Context: an optimization exercise on an open-source flow, tuned for small area, a short achievable clock period and few clock cycles. The choices shown serve that exercise and are no tape-out recipe. Function was checked by simulation only, so behaviour that the tests miss may differ from the original.

Design DCT, start of the top module:
module DCT(
	input                     clk,
	input                     rst_n,
	input                     in_valid,
	input  signed       [7:0] in_data,
	output logic              out_valid,
	output logic signed [9:0] out_data
);
function [35:0] csa;
	input [17:0] a, b, c;
	reg [17:0] s, k;
	begin
		s = a ^ b ^ c;
		k = (a & b) | (a & c) | (b & c);
		csa = {k[16:0], 1'b0, s};
	end
endfunction
function [17:0] padd;
	input [17:0] a, b;
	input        cin;
	reg [17:0] p, g, gg, pp, c;
	integer d, i;
	begin
		p = a ^ b;
		g = a & b;
		g[0] = g[0] | (p[0] & cin);
		gg = g;
		pp = p;
		for (d = 1; d < 18; d = d * 2)
			for (i = 17; i >= d; i = i - 1) begin
				gg[i] = gg[i] | (pp[i] & gg[i-d]);
				pp[i] = pp[i] & pp[i-d];
			end
		c = {gg[16:0], cin};
		padd = p ^ c;
	end
endfunction
function [17:0] padds;
	input [17:0] a, b;
	input        cin;
	reg [17:0] p, g, gg, pp, c;
	integer l, i, m;
	begin
		p = a ^ b;
		g = a & b;
		g[0] = g[0] | (p[0] & cin);
		gg = g;
		pp = p;
		for (l = 0; l < 5; l = l + 1)
			for (i = 0; i < 18; i = i + 1)
				if ((i >> l) & 1) begin
					m = ((i >> l) << l) - 1;
					gg[i] = gg[i] | (pp[i] & gg[m]);
					pp[i] = pp[i] & pp[m];
				end
		c = {gg[16:0], cin};
		padds = p ^ c;
	end
endfunction
function [35:0] paddc;
	input [17:0] a, b;
	reg [17:0] p, g, gg, pp, c0, c1;
	integer d, i;
	begin
		p = a ^ b;
		g = a & b;
		gg = g;
		pp = p;
		for (d = 1; d < 18; d = d * 2)
			for (i = 17; i >= d; i = i - 1) begin
				gg[i] = gg[i] | (pp[i] & gg[i-d]);
				pp[i] = pp[i] & pp[i-d];
			end
		c0 = {gg[16:0], 1'b0};
		c1 = {gg[16:0] | pp[16:0], 1'b1};
		paddc = {p ^ c1, p ^ c0};
	end
endfunction
logic [5:0] cnt;
always_ff @(posedge clk or negedge rst_n) begin
	if (!rst_n)
		cnt <= 6'd0;
	else if (cnt == 6'd0)
		cnt <= in_valid ? 6'd1 : 6'd0;
	else if (cnt == 6'd33)
		cnt <= 6'd0;
	else
		cnt <= cnt + 6'd1;
end
always_ff @(posedge clk or negedge rst_n) begin
	if (!rst_n)
		out_valid <= 1'b0;
	else
		out_valid <= (cnt >= 6'd18) && (cnt <= 6'd33);
end
logic [5:0] cm10;
logic [1:0] trow;      
logic       t1even, s_p, s_qa, s_qb1, s_qb2;
logic       r0sel, rot, m2_ld, bank_ld, m_rot;
  ...
Size in the first run: ~320 flip-flops, roughly 22 I/O pins, ~16,000 sq um of cells after synthesis.
Settings: LEC_CHECK=0, CAP_MARGIN=20, CORE_MARGIN=2, CORE_UTILIZATION=60, CTS_CLUSTER_DIAMETER=100, CTS_CLUSTER_SIZE=30, SLEW_MARGIN=20; clock period 10.5 ns.
standard.sh (not shown) runs the stock make flow with config.mk's settings and CLKGATE_MAP_FILE= SYNTH_SCRIPT=/design/flow/synth_recipe.tcl, a recipe that flattens the netlist after the stock synthesis.
==> flow/flow/run.sh <==
#!/bin/bash
# Layout: the standard flow (standard.sh, all steps), except that the
# buffers ORFS puts on the input and output ports are buf_2 cells
# (buffer_ports -buffer_cell), and timing repair aims for 7.4 ns of setup slack.
# make's full output goes to flow.log here; each step's own log is under orfs/logs/.
set -euo pipefail
export BUFFER_PORTS_ARGS="-buffer_cell sky130_fd_sc_hd__buf_2"
export SETUP_SLACK_MARGIN=7.4
bash standard.sh > flow.log 2>&1
The starting point completed without violations.
Testbench counts at the start, summed over its fixed seeds: cycles 8,704.
Change:
--- a/flow/design.v
+++ b/flow/design.v
@@ -190,41 +190,50 @@
 		yn <= tx[15:7];
 		cn <= tx[15] & (tx[6:0] != 7'd0);
 	end
 	tq[1] <= ynext[8:0];
 	tq[2] <= tq[1];
 	tq[3] <= tq[2];
 end
-logic [17:0] t0e, t1e, yne;
-assign yne = {{9{yn[8]}}, yn};
-assign t1e = {{9{tq[1][8]}}, tq[1]};
-assign t0e = {{9{tq[3][8]}}, tq[3]};
-logic [17:0] e1n, o1n, o0n;
-assign e1n = padds(t1e, yne, cn);
-assign o1n = padds(t1e, ~yne, ~cn);
-assign o0n = padds(t0e, ~yne, ~cn);
-logic [10:0] e1r;
+logic [17:0] t0u, t1u, ynu, ynnu;
+assign t0u  = {9'd0, ~tq[3][8], tq[3][7:0]};
+assign t1u  = {9'd0, ~tq[1][8], tq[1][7:0]};
+assign ynu  = {9'd0, ~yn[8], yn[7:0]};
+assign ynnu = {9'd0, yn[8], ~yn[7:0]};    
+logic [17:0] e1u, o1u, o0u;
+logic [9:0]  e1n, o1n, o0n;
+assign e1u = padds(t1u, ynu, cn);
+assign o1u = padds(t1u, ynnu, ~cn);
+assign o0u = padds(t0u, ynnu, ~cn);
+assign e1n = {~e1u[9], e1u[8:0]};
+assign o1n = {~o1u[9], o1u[8:0]};
+assign o0n = {~o0u[9], o0u[8:0]};
+logic [9:0] e1r;
 always_ff @(posedge clk)
-	e1r <= e1n[10:0];
-logic [17:0] e1x, as0, ac0, as2, ac2, s0, s2;
-assign e1x = {{7{e1r[10]}}, e1r};
-assign {ac0, as0} = csa(t0e, yne, e1x);
-assign {ac2, as2} = csa(t0e, yne, ~e1x);
-assign s0 = padd(as0, ac0, cn);
-assign s2 = padd(as2, {ac2[17:1], cn}, 1'b1);
+	e1r <= e1n;
+logic [17:0] e1p, e1m, as0, ac0, as2, ac2, s0u, s2u;
+logic [10:0] s0, s2;
+assign e1p = {8'd0, ~e1r[9], e1r[8:0]};
+assign e1m = {8'd0, e1r[9], ~e1r[8:0]};
+assign {ac0, as0} = csa(t0u, ynu, e1p);
+assign {ac2, as2} = csa(t0u, ynu, e1m);
+assign s0u = padd(as0, {ac0[17:1], cn}, 1'b0);
+assign s2u = padd(as2, {ac2[17:1], cn}, 1'b1);
+assign s0 = {~s0u[10], s0u[9:0]};
+assign s2 = {~s2u[10], s2u[9:0]};
 logic [9:0]  y0r, y2r, m1, m2;
 logic        y0f, y2f;
 logic [17:0] m2n;
 assign m2n = padds({8'd0, ~m2}, 18'd0, 1'b1);
 always_ff @(posedge clk) begin
 	y0r  <= s0[10:1];
-	y0f  <= s0[11] & s0[0];
+	y0f  <= s0[10] & s0[0];
 	if (bank_ld) begin
 		y2r <= s2[10:1];
-		y2f <= s2[11] & s2[0];
+		y2f <= s2[10] & s2[0];
 	end
 	if (bank_ld)
 		m1 <= o0n[9:0];
 	else if (m_rot)
 		m1 <= m2n[9:0];
 	if (m2_ld)
 		m2 <= o1n[9:0];
What happened: Cell area came out lower by 1.2%; setup slack hardly moves; utilization went down by 0.25 points; sequential share of layout area rose by 0.54 points; first-iteration DRC count increases by 15%; fmax hardly moves; clock-buffer cell count went down by 1.
Testbench counts after the change, summed over its fixed seeds: cycles 8,704.

The RTL this note starts from:
==> flow/design.v <==
module DCT(
	input                     clk,
	input                     rst_n,
	input                     in_valid,
	input  signed       [7:0] in_data,
	output logic              out_valid,
	output logic signed [9:0] out_data
);
function [35:0] csa;
	input [17:0] a, b, c;
	reg [17:0] s, k;
	begin
		s = a ^ b ^ c;
		k = (a & b) | (a & c) | (b & c);
		csa = {k[16:0], 1'b0, s};
	end
endfunction
function [17:0] padd;
	input [17:0] a, b;
	input        cin;
	reg [17:0] p, g, gg, pp, c;
	integer l, i, m;
	begin
		p = a ^ b;
		g = a & b;
		g[0] = g[0] | (p[0] & cin);
		gg = g;
		pp = p;
		for (l = 0; l < 5; l = l + 1)
			for (i = 0; i < 18; i = i + 1)
				if ((i >> l) & 1) begin
					m = ((i >> l) << l) - 1;
					gg[i] = gg[i] | (pp[i] & gg[m]);
					pp[i] = pp[i] & pp[m];
				end
		c = {gg[16:0], cin};
		padd = p ^ c;
	end
endfunction
function [35:0] paddc;
	input [17:0] a, b;
	reg [17:0] p, g, gg, pp, c0, c1;
	integer l, i, m;
	begin
		p = a ^ b;
		g = a & b;
		gg = g;
		pp = p;
		for (l = 0; l < 5; l = l + 1)
			for (i = 0; i < 18; i = i + 1)
				if ((i >> l) & 1) begin
					m = ((i >> l) << l) - 1;
					gg[i] = gg[i] | (pp[i] & gg[m]);
					pp[i] = pp[i] & pp[m];
				end
		c0 = {gg[16:0], 1'b0};
		c1 = {gg[16:0] | pp[16:0], 1'b1};
		paddc = {p ^ c1, p ^ c0};
	end
endfunction
logic [5:0] cnt;
always_ff @(posedge clk or negedge rst_n) begin
	if (!rst_n)
		cnt <= 6'd0;
	else if (cnt == 6'd0)
		cnt <= in_valid ? 6'd1 : 6'd0;
	else if (cnt == 6'd33)
		cnt <= 6'd0;
	else
		cnt <= cnt + 6'd1;
end
always_ff @(posedge clk or negedge rst_n) begin
	if (!rst_n)
		out_valid <= 1'b0;
	else
		out_valid <= (cnt >= 6'd18) && (cnt <= 6'd33);
end
logic [5:0] cm10;
logic [1:0] trow;      
logic       t1even, s_p, s_qa, s_qb1, s_qb2;
logic       r0sel, rot, m2_ld, bank_ld, y2_ld, m_rot;
logic [1:0] osel;      
assign cm10 = cnt - 6'd10;
assign trow = cm10[3:2];
always_ff @(posedge clk) begin
	t1even  <= (trow == 2'd2);
	s_p     <= (trow == 2'd2);
	s_qa    <= (trow == 2'd1);
	s_qb1   <= (trow == 2'd1);
	s_qb2   <= (trow == 2'd2);
	r0sel   <= (cnt >= 6'd12) && (cnt <= 6'd15);
	rot     <= (cnt >= 6'd15) && (cnt <= 6'd25);
	m2_ld   <= (cnt == 6'd15) || (cnt == 6'd19) || (cnt == 6'd23) || (cnt == 6'd27);
	bank_ld <= (cnt == 6'd16) || (cnt == 6'd20) || (cnt == 6'd24) || (cnt == 6'd28);
	y2_ld   <= (cnt == 6'd17) || (cnt == 6'd21) || (cnt == 6'd25) || (cnt == 6'd29);
	m_rot   <= (cnt == 6'd18) || (cnt == 6'd22) || (cnt == 6'd26) || (cnt == 6'd30);
	osel    <= cnt[1:0] + 2'd3;
end
logic signed [7:0] sr [0:15];
integer j;
always_ff @(posedge clk) begin
	sr[0] <= rot ? sr[15] : in_data;
	for (j = 1; j < 16; j = j + 1)
		sr[j] <= sr[j-1];
end
logic [17:0] r0a, r0b, r0c, r0d, r0s1, r0c1, r0s2, r0c2, r0u, r0s;
assign r0a = {10'd0, ~sr[0][7], sr[0][6:0]};
assign r0b = {10'd0, ~sr[4][7], sr[4][6:0]};
assign r0c = {10'd0, ~sr[8][7], sr[8][6:0]};
assign r0d = {10'd0, ~sr[12][7], sr[12][6:0]};
assign {r0c1, r0s1} = csa(r0a, r0b, r0c);
assign {r0c2, r0s2} = csa(r0s1, r0c1, r0d);
assign r0u = padd(r0s2, r0c2, 1'b0);
assign r0s = {8'd0, ~r0u[9], r0u[8:0]};
logic [7:0] ta, tb, tc, td;
logic [7:0] pa, pb, qa, qb;
assign ta = sr[2];
assign tb = sr[6];
assign tc = sr[10];
assign td = sr[14];
assign pa = s_p ? ta : td;
assign pb = s_p ? tc : ta;
assign qa = s_qa ? tc : tb;
assign qb = s_qb1 ? tb : s_qb2 ? td : tc;
logic [17:0] p1w, q1w;
assign p1w = padd({{10{pa[7]}}, pa}, ~{{10{pb[7]}}, pb}, 1'b1);
assign q1w = padd({{10{qa[7]}}, qa}, ~{{10{qb[7]}}, qb}, 1'b1);
logic [8:0] tp, tqv;
logic       teven;
always_ff @(posedge clk) begin
	tp    <= p1w[8:0];
	tqv   <= q1w[8:0];
	teven <= t1even;
end
logic [17:0] xp, xq, xt1, xt2, xt3, xt4, xt5, xt6;
logic [17:0] xs1, xc1, xs2, xc2, xs3, xc3, xs, xc;
assign xp  = {9'd0, ~tp[8], tp[7:0]};
assign xq  = {9'd0, ~tqv[8], tqv[7:0]};
assign xt1 = xp << 6;
assign xt2 = teven ? (xq << 6) : (xq << 5);
assign xt3 = teven ? 18'd0 : (xp << 4);
assign xt4 = teven ? 18'd0 : (xp << 1);
assign xt5 = teven ? 18'd0 : xp;
assign xt6 = teven ? 18'd0 : (xq << 1);
assign {xc1, xs1} = csa(xt1, xt2, xt3);
assign {xc2, xs2} = csa(xt4, xt5, xt6);
assign {xc3, xs3} = csa(xs1, xc1, xs2);
assign {xc,  xs}  = csa(xs3, xc3, xc2);
logic [15:0] ts, tc2;
logic        teven2;
always_ff @(posedge clk) begin
	ts     <= xs[15:0];
	tc2    <= xc[15:0];
	teven2 <= teven;
end
logic [17:0] tk, tsa, tca, tx;
assign tk  = teven2 ? 18'h08000 : 18'h08B00;
assign {tca, tsa} = csa({2'd0, ts}, {2'd0, tc2}, tk);
assign tx  = padd(tsa, tca, 1'b0);
logic [8:0]  yn;
logic        cn;
logic [8:0]  tq [1:3];
logic [17:0] ynext;
assign ynext = padd({9'd0, yn}, 18'd0, cn);
always_ff @(posedge clk) begin
	if (r0sel) begin
		yn <= r0s[9:1];
		cn <= r0s[9] & r0s[0];
	end else begin
		yn <= tx[15:7];
		cn <= tx[15] & (tx[6:0] != 7'd0);
	end
	tq[1] <= ynext[8:0];
	tq[2] <= tq[1];
	tq[3] <= tq[2];
end
logic [17:0] t0e, t1e, yne;
assign yne = {{9{yn[8]}}, yn};
assign t1e = {{9{tq[1][8]}}, tq[1]};
assign t0e = {{9{tq[3][8]}}, tq[3]};
logic [17:0] e1n, o1n, o0n;
assign e1n = padd(t1e, yne, cn);
assign o1n = padd(t1e, ~yne, ~cn);
assign o0n = padd(t0e, ~yne, ~cn);
logic [10:0] e1r;
always_ff @(posedge clk)
	e1r <= e1n[10:0];
logic [17:0] e1x, as0, ac0, as2, ac2, s0, s2;
assign e1x = {{7{e1r[10]}}, e1r};
assign {ac0, as0} = csa(t0e, yne, e1x);
assign {ac2, as2} = csa(t0e, yne, ~e1x);
assign s0 = padd(as0, ac0, cn);
assign s2 = padd(as2, {ac2[17:1], cn}, 1'b1);
logic [9:0]  y0r, y2a, y2r, m1, m2;
logic        y0f, y2af;
logic [17:0] y2i, m2n;
assign y2i = padd({8'd0, y2a}, 18'd0, y2af);
assign m2n = padd({8'd0, ~m2}, 18'd0, 1'b1);
always_ff @(posedge clk) begin
	y0r  <= s0[10:1];
	y0f  <= s0[11] & s0[0];
	y2a  <= s2[10:1];
	y2af <= s2[11] & s2[0];
	if (y2_ld) begin
		y2r <= y2i[9:0];
	end
	if (bank_ld)
		m1 <= o0n[9:0];
	else if (m_rot)
		m1 <= m2n[9:0];
	if (m2_ld)
		m2 <= o1n[9:0];
	else if (m_rot)
		m2 <= m1;
end
logic [17:0] zm1, zm2;
logic [17:0] zs1, zc1, zs2, zc2, zs3, zc3, zs, zc, zlo;
logic [6:0]  zor;
assign zm1 = {8'd0, ~m1[9], m1[8:0]};
assign zm2 = {8'd0, ~m2[9], m2[8:0]};
assign {zc1, zs1} = csa(zm1 << 6, zm1 << 4, zm1 << 1);
assign {zc2, zs2} = csa(zm1, zm2 << 5, zm2 << 1);
assign {zc3, zs3} = csa(zs1, zc1, zs2);
assign {zc,  zs}  = csa(zs3, zc3, zc2);
assign zlo = padd({11'd0, zs[6:0]}, {11'd0, zc[6:0]}, 1'b0);
assign zor = {zs[5:0] | zc[5:0], 1'b0};
logic [9:0] zsh, zch;
logic       zc7;
logic       znz;
always_ff @(posedge clk) begin
	zsh <= zs[16:7];
	zch <= zc[16:7];
	zc7 <= zlo[7];
	znz <= ((zs[6:0] ^ zc[6:0]) != zor);
end
logic [17:0] uk, us, uc;
logic [35:0] uu;
logic [9:0]  zt;
assign uk = {8'd0, 10'h22C | {9'd0, zc7}};
assign {uc, us} = csa({8'd0, zsh}, {8'd0, zch}, uk);
assign uu = paddc(us, uc);
assign zt = (uu[9] & znz) ? uu[27:18] : uu[9:0];
logic [17:0] y0i;
assign y0i = padd({8'd0, y0r}, 18'd0, y0f);
always_ff @(posedge clk) begin
	case (osel)
		2'd0: out_data <= y0i[9:0];
		2'd2: out_data <= y2r;
		default: out_data <= zt;
	endcase
end
endmodule
export LEC_CHECK = 0
export CAP_MARGIN = 20
export CORE_MARGIN = 2
export CORE_UTILIZATION = 60
export CTS_CLUSTER_DIAMETER = 100
export CTS_CLUSTER_SIZE = 30
export SLEW_MARGIN = 20
create_clock -name core_clock -period 10.5 [get_ports {clk}]
==> flow/flow/run.sh <==
#!/bin/bash
# Layout: the standard flow (standard.sh, all steps), except that the
# buffers ORFS puts on the input and output ports are buf_2 cells
# (buffer_ports -buffer_cell) instead of its default choice.
# make's full output goes to flow.log here; each step's own log is under orfs/logs/.
set -euo pipefail
export BUFFER_PORTS_ARGS="-buffer_cell sky130_fd_sc_hd__buf_2"
bash standard.sh > flow.log 2>&1
Testbench counts at the start, summed over its fixed seeds: cycles 8,704.
Rerun with:
--- a/flow/design.v
+++ b/flow/design.v
@@ -13,12 +13,32 @@
 		s = a ^ b ^ c;
 		k = (a & b) | (a & c) | (b & c);
 		csa = {k[16:0], 1'b0, s};
 	end
 endfunction
 function [17:0] padd;
+	input [17:0] a, b;
+	input        cin;
+	reg [17:0] p, g, gg, pp, c;
+	integer d, i;
+	begin
+		p = a ^ b;
+		g = a & b;
+		g[0] = g[0] | (p[0] & cin);
+		gg = g;
+		pp = p;
+		for (d = 1; d < 18; d = d * 2)
+			for (i = 17; i >= d; i = i - 1) begin
+				gg[i] = gg[i] | (pp[i] & gg[i-d]);
+				pp[i] = pp[i] & pp[i-d];
+			end
+		c = {gg[16:0], cin};
+		padd = p ^ c;
+	end
+endfunction
+function [17:0] padds;
 	input [17:0] a, b;
 	input        cin;
 	reg [17:0] p, g, gg, pp, c;
 	integer l, i, m;
 	begin
 		p = a ^ b;
@@ -31,31 +51,29 @@
 				if ((i >> l) & 1) begin
 					m = ((i >> l) << l) - 1;
 					gg[i] = gg[i] | (pp[i] & gg[m]);
 					pp[i] = pp[i] & pp[m];
 				end
 		c = {gg[16:0], cin};
-		padd = p ^ c;
+		padds = p ^ c;
 	end
 endfunction
 function [35:0] paddc;
 	input [17:0] a, b;
 	reg [17:0] p, g, gg, pp, c0, c1;
-	integer l, i, m;
+	integer d, i;
 	begin
 		p = a ^ b;
 		g = a & b;
 		gg = g;
 		pp = p;
-		for (l = 0; l < 5; l = l + 1)
-			for (i = 0; i < 18; i = i + 1)
-				if ((i >> l) & 1) begin
-					m = ((i >> l) << l) - 1;
-					gg[i] = gg[i] | (pp[i] & gg[m]);
-					pp[i] = pp[i] & pp[m];
-				end
+		for (d = 1; d < 18; d = d * 2)
+			for (i = 17; i >= d; i = i - 1) begin
+				gg[i] = gg[i] | (pp[i] & gg[i-d]);
+				pp[i] = pp[i] & pp[i-d];
+			end
 		c0 = {gg[16:0], 1'b0};
 		c1 = {gg[16:0] | pp[16:0], 1'b1};
 		paddc = {p ^ c1, p ^ c0};
 	end
 endfunction
 logic [5:0] cnt;
@@ -120,14 +138,14 @@
 assign td = sr[14];
 assign pa = s_p ? ta : td;
 assign pb = s_p ? tc : ta;
 assign qa = s_qa ? tc : tb;
 assign qb = s_qb1 ? tb : s_qb2 ? td : tc;
 logic [17:0] p1w, q1w;
-assign p1w = padd({{10{pa[7]}}, pa}, ~{{10{pb[7]}}, pb}, 1'b1);
-assign q1w = padd({{10{qa[7]}}, qa}, ~{{10{qb[7]}}, qb}, 1'b1);
+assign p1w = padds({{10{pa[7]}}, pa}, ~{{10{pb[7]}}, pb}, 1'b1);
+assign q1w = padds({{10{qa[7]}}, qa}, ~{{10{qb[7]}}, qb}, 1'b1);
 logic [8:0] tp, tqv;
 logic       teven;
 always_ff @(posedge clk) begin
 	tp    <= p1w[8:0];
 	tqv   <= q1w[8:0];
 	teven <= t1even;
@@ -158,13 +176,13 @@
 assign {tca, tsa} = csa({2'd0, ts}, {2'd0, tc2}, tk);
 assign tx  = padd(tsa, tca, 1'b0);
 logic [8:0]  yn;
 logic        cn;
 logic [8:0]  tq [1:3];
 logic [17:0] ynext;
-assign ynext = padd({9'd0, yn}, 18'd0, cn);
+assign ynext = padds({9'd0, yn}, 18'd0, cn);
 always_ff @(posedge clk) begin
 	if (r0sel) begin
 		yn <= r0s[9:1];
 		cn <= r0s[9] & r0s[0];
 	end else begin
 		yn <= tx[15:7];
@@ -191,14 +209,14 @@
 assign {ac2, as2} = csa(t0e, yne, ~e1x);
 assign s0 = padd(as0, ac0, cn);
 assign s2 = padd(as2, {ac2[17:1], cn}, 1'b1);
 logic [9:0]  y0r, y2a, y2r, m1, m2;
 logic        y0f, y2af;
 logic [17:0] y2i, m2n;
-assign y2i = padd({8'd0, y2a}, 18'd0, y2af);
-assign m2n = padd({8'd0, ~m2}, 18'd0, 1'b1);
+assign y2i = padds({8'd0, y2a}, 18'd0, y2af);
+assign m2n = padds({8'd0, ~m2}, 18'd0, 1'b1);
 always_ff @(posedge clk) begin
 	y0r  <= s0[10:1];
 	y0f  <= s0[11] & s0[0];
 	y2a  <= s2[10:1];
 	y2af <= s2[11] & s2[0];
 	if (y2_ld) begin
@@ -219,13 +237,13 @@
 assign zm1 = {8'd0, ~m1[9], m1[8:0]};
 assign zm2 = {8'd0, ~m2[9], m2[8:0]};
 assign {zc1, zs1} = csa(zm1 << 6, zm1 << 4, zm1 << 1);
 assign {zc2, zs2} = csa(zm1, zm2 << 5, zm2 << 1);
 assign {zc3, zs3} = csa(zs1, zc1, zs2);
 assign {zc,  zs}  = csa(zs3, zc3, zc2);
-assign zlo = padd({11'd0, zs[6:0]}, {11'd0, zc[6:0]}, 1'b0);
+assign zlo = padds({11'd0, zs[6:0]}, {11'd0, zc[6:0]}, 1'b0);
 assign zor = {zs[5:0] | zc[5:0], 1'b0};
 logic [9:0] zsh, zch;
 logic       zc7;
 logic       znz;
 always_ff @(posedge clk) begin
 	zsh <= zs[16:7];
@@ -238,13 +256,13 @@
 logic [9:0]  zt;
 assign uk = {8'd0, 10'h22C | {9'd0, zc7}};
 assign {uc, us} = csa({8'd0, zsh}, {8'd0, zch}, uk);
 assign uu = paddc(us, uc);
 assign zt = (uu[9] & znz) ? uu[27:18] : uu[9:0];
 logic [17:0] y0i;
-assign y0i = padd({8'd0, y0r}, 18'd0, y0f);
+assign y0i = padds({8'd0, y0r}, 18'd0, y0f);
 always_ff @(posedge clk) begin
 	case (osel)
 		2'd0: out_data <= y0i[9:0];
 		2'd2: out_data <= y2r;
 		default: out_data <= zt;
 	endcase
The new run completed without violations.
Clock skew decreases by 0.0088 ns.
Via count climbs by 11%.
Utilization hardly moves.
Worst setup slack is better by 0.14 ns.
Worst hold slack gains 0.015 ns.
Testbench counts after the change, summed over its fixed seeds: cycles 8,704.

[what the ideal ports hide]
No port has a modelled driver above. Below, the same layouts with a new extraction and two added sets of constraints.
Step 1 assumes that a clkbuf_16 drives the clock port and a buf_2 every other input.
Step 2 also shifts input and output timing later by t, the mid clock arrival at the registers, as if the neighbouring blocks saw the same clock.
Three values: no drivers, after step 1, after step 2; two values: the first two.
run	t, ns	slack for setup (ns)	clock arrival spread, ns	worst data-port slew with drivers (ns)	pins driven straight from the clock port
the first run of note 1	0.546	7.404 / 7.355 / 7.544	0.013 / 0.013	0.03	1
the second run of note 1	0.540	7.406 / 7.358 / 7.496	0.013 / 0.013	0.05	1
the first run of note 2	0.548	7.074 / 7.074 / 7.074	0.030 / 0.030	0.03	1
the second run of note 2	0.550	7.216 / 7.216 / 7.216	0.021 / 0.021	0.03	1
After both steps setup and hold are still met in every run listed.
